This design comes from an exercise in tuning for small area, a short achievable clock period and few clock cycles on the open sky130 flow, not from production work. Function was checked by simulation only, so behaviour that the tests miss may differ from the original. Power and IR drop assume default switching activity.

==> flow/design.v <==
module Cache (
    input  wire [639:0] tag_all,    
    input  wire [63:0]  valid,
    input  wire [9:0]   t,
    input  wire [3:0]   s,
    input  wire         re,         
    output wire [3:0]   hitw,
    output wire         mem_re
);
  wire [63:0] m;
  genvar q, j;
  generate
    for (q = 0; q < 64; q = q + 1) begin : mt
      wire [3:0] sq = q / 4;
      assign m[q] = valid[q] && tag_all[q*10 +: 10] == t && s == sq;
    end
    for (j = 0; j < 4; j = j + 1) begin : way
      wire [15:0] mw;
      for (q = 0; q < 16; q = q + 1) begin : st
        assign mw[q] = m[q*4+j];
      end
      assign hitw[j] = |mw;
    end
  endgenerate
  assign mem_re = re && !(|hitw);
endmodule
module cache_controller (
    input wire clk,
    input wire reset,
    input wire        cpu_re,
    input wire        cpu_we,
    input wire [15:0] cpu_addr,
    input wire [31:0] cpu_wdata,
    output wire [31:0] cpu_rdata,
    output reg         ready,
    output wire        mem_re,
    output wire        mem_we,
    output wire [13:0] mem_addr,
    output wire [31:0] mem_wdata,
    input  wire [31:0] mem_rdata
);
  localparam LINES = 64;
  function [6:0] inc7(input [6:0] a);
    integer n;
    begin
      for (n = 0; n < 7; n = n + 1)
        inc7[n] = a[n] ^ (&(a | ~({7{1'b1}} >> (7 - n))));
    end
  endfunction
  function lt8(input [7:0] a, input [7:0] b);
    integer n;
    reg r;
    begin
      r = 1'b0;
      for (n = 0; n < 8; n = n + 1)
        r = (a[n] ^ b[n]) ? b[n] : r;
      lt8 = r;
    end
  endfunction
  wire [3:0] s = cpu_addr[5:2];
  wire [9:0] t = cpu_addr[15:6];
  wire req = cpu_re | cpu_we;
  reg  [LINES-1:0] V;         
  reg  [LINES-1:0] H;         
  wire [LINES*10-1:0] tag_all;
  wire [LINES*7-1:0]  u_all;
  wire [LINES*32-1:0] data_all;
  reg        odd_v;
  reg  [5:0] odd_line;
  reg        fill_pend;
  reg  [5:0] fill_line;
  reg  [63:0] rline_q;        
  reg        rsel_mem;
  reg        p_v;             
  reg  [3:0] p_s;             
  reg  [3:0] p_w;             
  reg        p_hit;           
  reg        p_inv;           
  reg  [31:0] p_c;            
  reg  [31:0] cmin_q;         
  integer k;
  genvar i, j, q;
  function [15:0] dec16(input [3:0] a);
    integer n;
    begin
      for (n = 0; n < 16; n = n + 1) dec16[n] = (a == n);
    end
  endfunction
  function [63:0] dec64(input [5:0] a);
    integer n;
    begin
      for (n = 0; n < 64; n = n + 1) dec64[n] = (a == n);
    end
  endfunction
  wire [15:0] dec = dec16(s);
  wire [3:0] hitw;
  wire       mem_re_hit;
  Cache hit_unit (
      .tag_all(tag_all),
      .valid(V),
      .t(t),
      .s(s),
      .re(cpu_re && !reset),
      .hitw(hitw),
      .mem_re(mem_re_hit)
  );
  wire hit = |hitw;
  wire miss = !hit;
  reg  [27:0] su;
  reg  [3:0]  sh;
  always @(*) begin
    su = 28'd0;
    sh = 4'd0;
    for (k = 0; k < 16; k = k + 1) begin
      su = su | ({28{dec[k]}} & u_all[k*28 +: 28]);
      sh = sh | ({4{dec[k]}} & H[k*4 +: 4]);
    end
  end
  wire [7:0] nc [0:3];        
  wire [7:0] cs [0:3];        
  wire same = p_v && s == p_s;
  generate
    for (j = 0; j < 4; j = j + 1) begin : sway
      wire [7:0] stored = {sh[j] ? su[j*7 +: 7] : 7'd0, odd_v && odd_line == {s, j[1:0]}};
      assign cs[j] = same ? nc[j] : (p_v && !p_hit) ? 8'd0 : stored;
    end
  endgenerate
  reg  [7:0] pold;
  always @(*) begin
    pold = 8'd0;
    for (k = 0; k < 4; k = k + 1)
      if (p_w[k]) pold = pold | p_c[k*8 +: 8];
    if (p_inv) pold = 8'd0;
  end
  wire [6:0] u_new = (p_hit || pold[0]) ? inc7(pold[7:1]) : pold[7:1];
  wire       lsb_new = p_hit ? pold[0] : ~pold[0];
  wire [7:0] x [0:3];
  generate
    for (j = 0; j < 4; j = j + 1) begin : xway
      wire [7:0] pcj = p_c[j*8 +: 8];
      assign x[j] = p_w[j] ? {inc7(pcj[7:1]), pcj[0]} : pcj;
      assign nc[j] = p_hit ? x[j] : p_w[j] ? {u_new, lsb_new} : 8'd0;
    end
  endgenerate
  wire lt10 = lt8(x[1], x[0]);
  wire lt20 = lt8(x[2], x[0]);
  wire lt30 = lt8(x[3], x[0]);
  wire lt21 = lt8(x[2], x[1]);
  wire lt31 = lt8(x[3], x[1]);
  wire lt32 = lt8(x[3], x[2]);
  wire [3:0] hmin;
  assign hmin[0] = !lt10 && !lt20 && !lt30;
  assign hmin[1] = lt10 && !lt21 && !lt31;
  assign hmin[2] = lt20 && lt21 && !lt32;
  assign hmin[3] = !hmin[0] && !hmin[1] && !hmin[2];
  wire v0_wraps = !p_inv && p_c[7:0] == 8'hff;
  wire [3:0] mmin = (p_w[0] && !v0_wraps) ? 4'b0010 : 4'b0001;
  wire [3:0] pmin = p_hit ? hmin : mmin;
  wire [1:0] pmin_enc = {pmin[3] | pmin[2], pmin[3] | pmin[1]};
  wire [15:0] pdec = dec16(p_s);
  wire [LINES-1:0] psel;
  generate
    for (i = 0; i < LINES; i = i + 1) begin : pl
      assign psel[i] = p_v && pdec[i/4] && p_w[i%4];
    end
  endgenerate
  wire [3:0] sv = V[s*4 +: 4];
  wire [1:0] cm_enc = same ? pmin_enc : cmin_q[s*2 +: 2];
  wire [3:0] cmin = {cm_enc == 2'd3, cm_enc == 2'd2, cm_enc == 2'd1, cm_enc == 2'd0};
  wire [3:0] vict = !sv[0] ? 4'b0001 :
                    !sv[1] ? 4'b0010 :
                    !sv[2] ? 4'b0100 :
                    !sv[3] ? 4'b1000 : cmin;
  wire [3:0] wsel = hit ? hitw : vict;       
  wire [1:0] wenc = {wsel[3] | wsel[2], wsel[3] | wsel[1]};
  wire [5:0] line = {s, wenc};
  wire data_wr = cpu_we;                      
  wire fill_do = fill_pend && !data_wr;
  wire [31:0] wbus = data_wr ? cpu_wdata : mem_rdata;
  wire [LINES-1:0] fdec = dec64(fill_line);
  wire [LINES-1:0] sel;
  generate
    for (i = 0; i < LINES; i = i + 1) begin : ln
      reg [9:0]  tg;
      reg [6:0]  u;
      reg [31:0] d;
      assign sel[i] = req && dec[i/4] && wsel[i%4];
      always @(posedge clk) begin
        if (sel[i] && miss) tg <= t;
        if (psel[i]) u <= u_new;
        if ((sel[i] && data_wr) || (fill_do && fdec[i])) d <= wbus;
      end
      assign tag_all[i*10 +: 10] = tg;
      assign u_all[i*7 +: 7] = u;
      assign data_all[i*32 +: 32] = d;
    end
  endgenerate
  always @(posedge clk or posedge reset) begin
    if (reset) V <= {LINES{1'b0}};
    else if (req && miss) V <= V | sel;
  end
  always @(posedge clk) begin
    if (p_v) H <= p_hit ? (H | psel) : psel;
    if (p_v && !p_hit) odd_line <= {p_s, p_w[3] | p_w[2], p_w[3] | p_w[1]};
    if (req) begin
      p_s   <= s;
      p_w   <= wsel;
      p_hit <= hit;
      p_inv <= !(|(wsel & sv));
      p_c   <= {cs[3], cs[2], cs[1], cs[0]};
    end
    if (req && miss) cmin_q <= 32'd0;
    else if (p_v) cmin_q[p_s*2 +: 2] <= pmin_enc;
  end
  always @(posedge clk or posedge reset) begin
    if (reset) begin
      odd_v     <= 1'b0;
      fill_pend <= 1'b0;
      ready     <= 1'b0;
      p_v       <= 1'b0;
    end else begin
      ready <= req;
      p_v   <= req;
      if (p_v && !p_hit) odd_v <= lsb_new;
      if (cpu_re && miss) fill_pend <= 1'b1;
      else if (fill_do || (data_wr && line == fill_line)) fill_pend <= 1'b0;
    end
  end
  always @(posedge clk) begin
    if (cpu_re && miss) fill_line <= line;
    rline_q  <= sel;
    rsel_mem <= cpu_re && miss;
  end
  reg  [31:0] rd;
  always @(*) begin
    rd = 32'd0;
    for (k = 0; k < LINES; k = k + 1) rd = rd | ({32{rline_q[k]}} & data_all[k*32 +: 32]);
  end
  assign cpu_rdata = rsel_mem ? mem_rdata : rd;
  assign mem_re    = mem_re_hit;
  assign mem_we    = cpu_we && !reset;
  assign mem_addr  = cpu_addr[15:2];
  assign mem_wdata = cpu_wdata;
endmodule
Settings: LEC_CHECK=0, CAP_MARGIN=20, CORE_MARGIN=2, CORE_UTILIZATION=40, CTS_BUF_LIST=sky130_fd_sc_hd__clkbuf_16, CTS_CLUSTER_DIAMETER=60, CTS_CLUSTER_SIZE=20, PLACE_DENSITY=0.6, SETUP_SLACK_MARGIN=4.0, SLEW_MARGIN=20, SYNTH_HIERARCHICAL=1, TNS_END_PERCENT=5; clock period 10.0 ns.
run.sh (not shown) runs the stock make flow with config.mk's settings and CLKGATE_MAP_FILE= SYNTH_SCRIPT=/design/flow/synth_recipe.tcl, a recipe that flattens the netlist after the stock synthesis.
Testbench counts at the start, summed over its fixed seeds: cycles 32,000.
Then changed:
--- a/flow/design.v
+++ b/flow/design.v
@@ -70,5 +70,5 @@
   reg        fill_pend;
   reg  [5:0] fill_line;
-  reg  [63:0] rline_q;        
+  reg  [31:0] rdata_q;        
   reg        rsel_mem;
   reg        p_v;             
@@ -179,4 +179,21 @@
   wire [31:0] wbus = data_wr ? cpu_wdata : mem_rdata;
   wire [LINES-1:0] fdec = dec64(fill_line);
+  reg  [127:0] swd;
+  reg  [3:0]   sfill;
+  always @(*) begin
+    swd = 128'd0;
+    sfill = 4'd0;
+    for (k = 0; k < 16; k = k + 1) begin
+      swd = swd | ({128{dec[k]}} & data_all[k*128 +: 128]);
+      sfill = sfill | ({4{dec[k]}} & fdec[k*4 +: 4]);
+    end
+  end
+  reg  [31:0] rd_arr;
+  always @(*) begin
+    rd_arr = 32'd0;
+    for (k = 0; k < 4; k = k + 1) rd_arr = rd_arr | ({32{hitw[k]}} & swd[k*32 +: 32]);
+  end
+  wire fwd = fill_pend && |(sfill & hitw);
+  wire [31:0] rd = fwd ? mem_rdata : rd_arr;
   wire [LINES-1:0] sel;
   generate
@@ -229,13 +246,8 @@
   always @(posedge clk) begin
     if (cpu_re && miss) fill_line <= line;
-    rline_q  <= sel;
+    rdata_q  <= rd;
     rsel_mem <= cpu_re && miss;
   end
-  reg  [31:0] rd;
-  always @(*) begin
-    rd = 32'd0;
-    for (k = 0; k < LINES; k = k + 1) rd = rd | ({32{rline_q[k]}} & data_all[k*32 +: 32]);
-  end
-  assign cpu_rdata = rsel_mem ? mem_rdata : rd;
+  assign cpu_rdata = rsel_mem ? mem_rdata : rdata_q;
   assign mem_re    = mem_re_hit;
   assign mem_we    = cpu_we && !reset;
Worst setup slack gets better by 0.25 ns. Cell count is about the same. Register-to-register slack improved by 0.43 ns. Non-clock buffer count falls by 102. Via count came out lower by a few percent. Clock power is higher by a few percent. Global-route usage drops by 5.0 points. Cell area is about the same. Wire length went down by about a fifth.
Testbench counts after the change, summed over its fixed seeds: cycles 32,000.

## port drivers added, routing unchanged
In the flow no input, the clock included, has a driving cell. The finished layouts below were timed again as built, in two steps.
Step 1: set_driving_cell puts a clkbuf_16 on clk and a buf_2 on each other input, an assumption about the parent block.
Step 2, shift: input delay + t, output delay - t, t = (earliest + latest rising clock arrival at the registers) / 2. This alone moves slack from input paths to output paths.
Three values: ideal, step 1, step 2; two values: the first two.
| run | t, ns | slack for setup (ns) | worst setup path after step 2 | slew at the worst register clock pin (ns) | worst slew at a driven data input, ns |
|---|---|---|---|---|---|
| the first run | 0.999 | 3.470 / 3.251 / 2.574 | input to register | 0.09 / 0.09 | 0.34 |
| the second run | 1.035 | 3.717 / 3.491 / 2.792 | input to register | 0.09 / 0.09 | 0.31 |
After both steps every run listed still meets setup and hold. For the second run, which loses most, drivers alone change the setup slack by -0.226 ns; drivers and shift together by -0.925 ns.
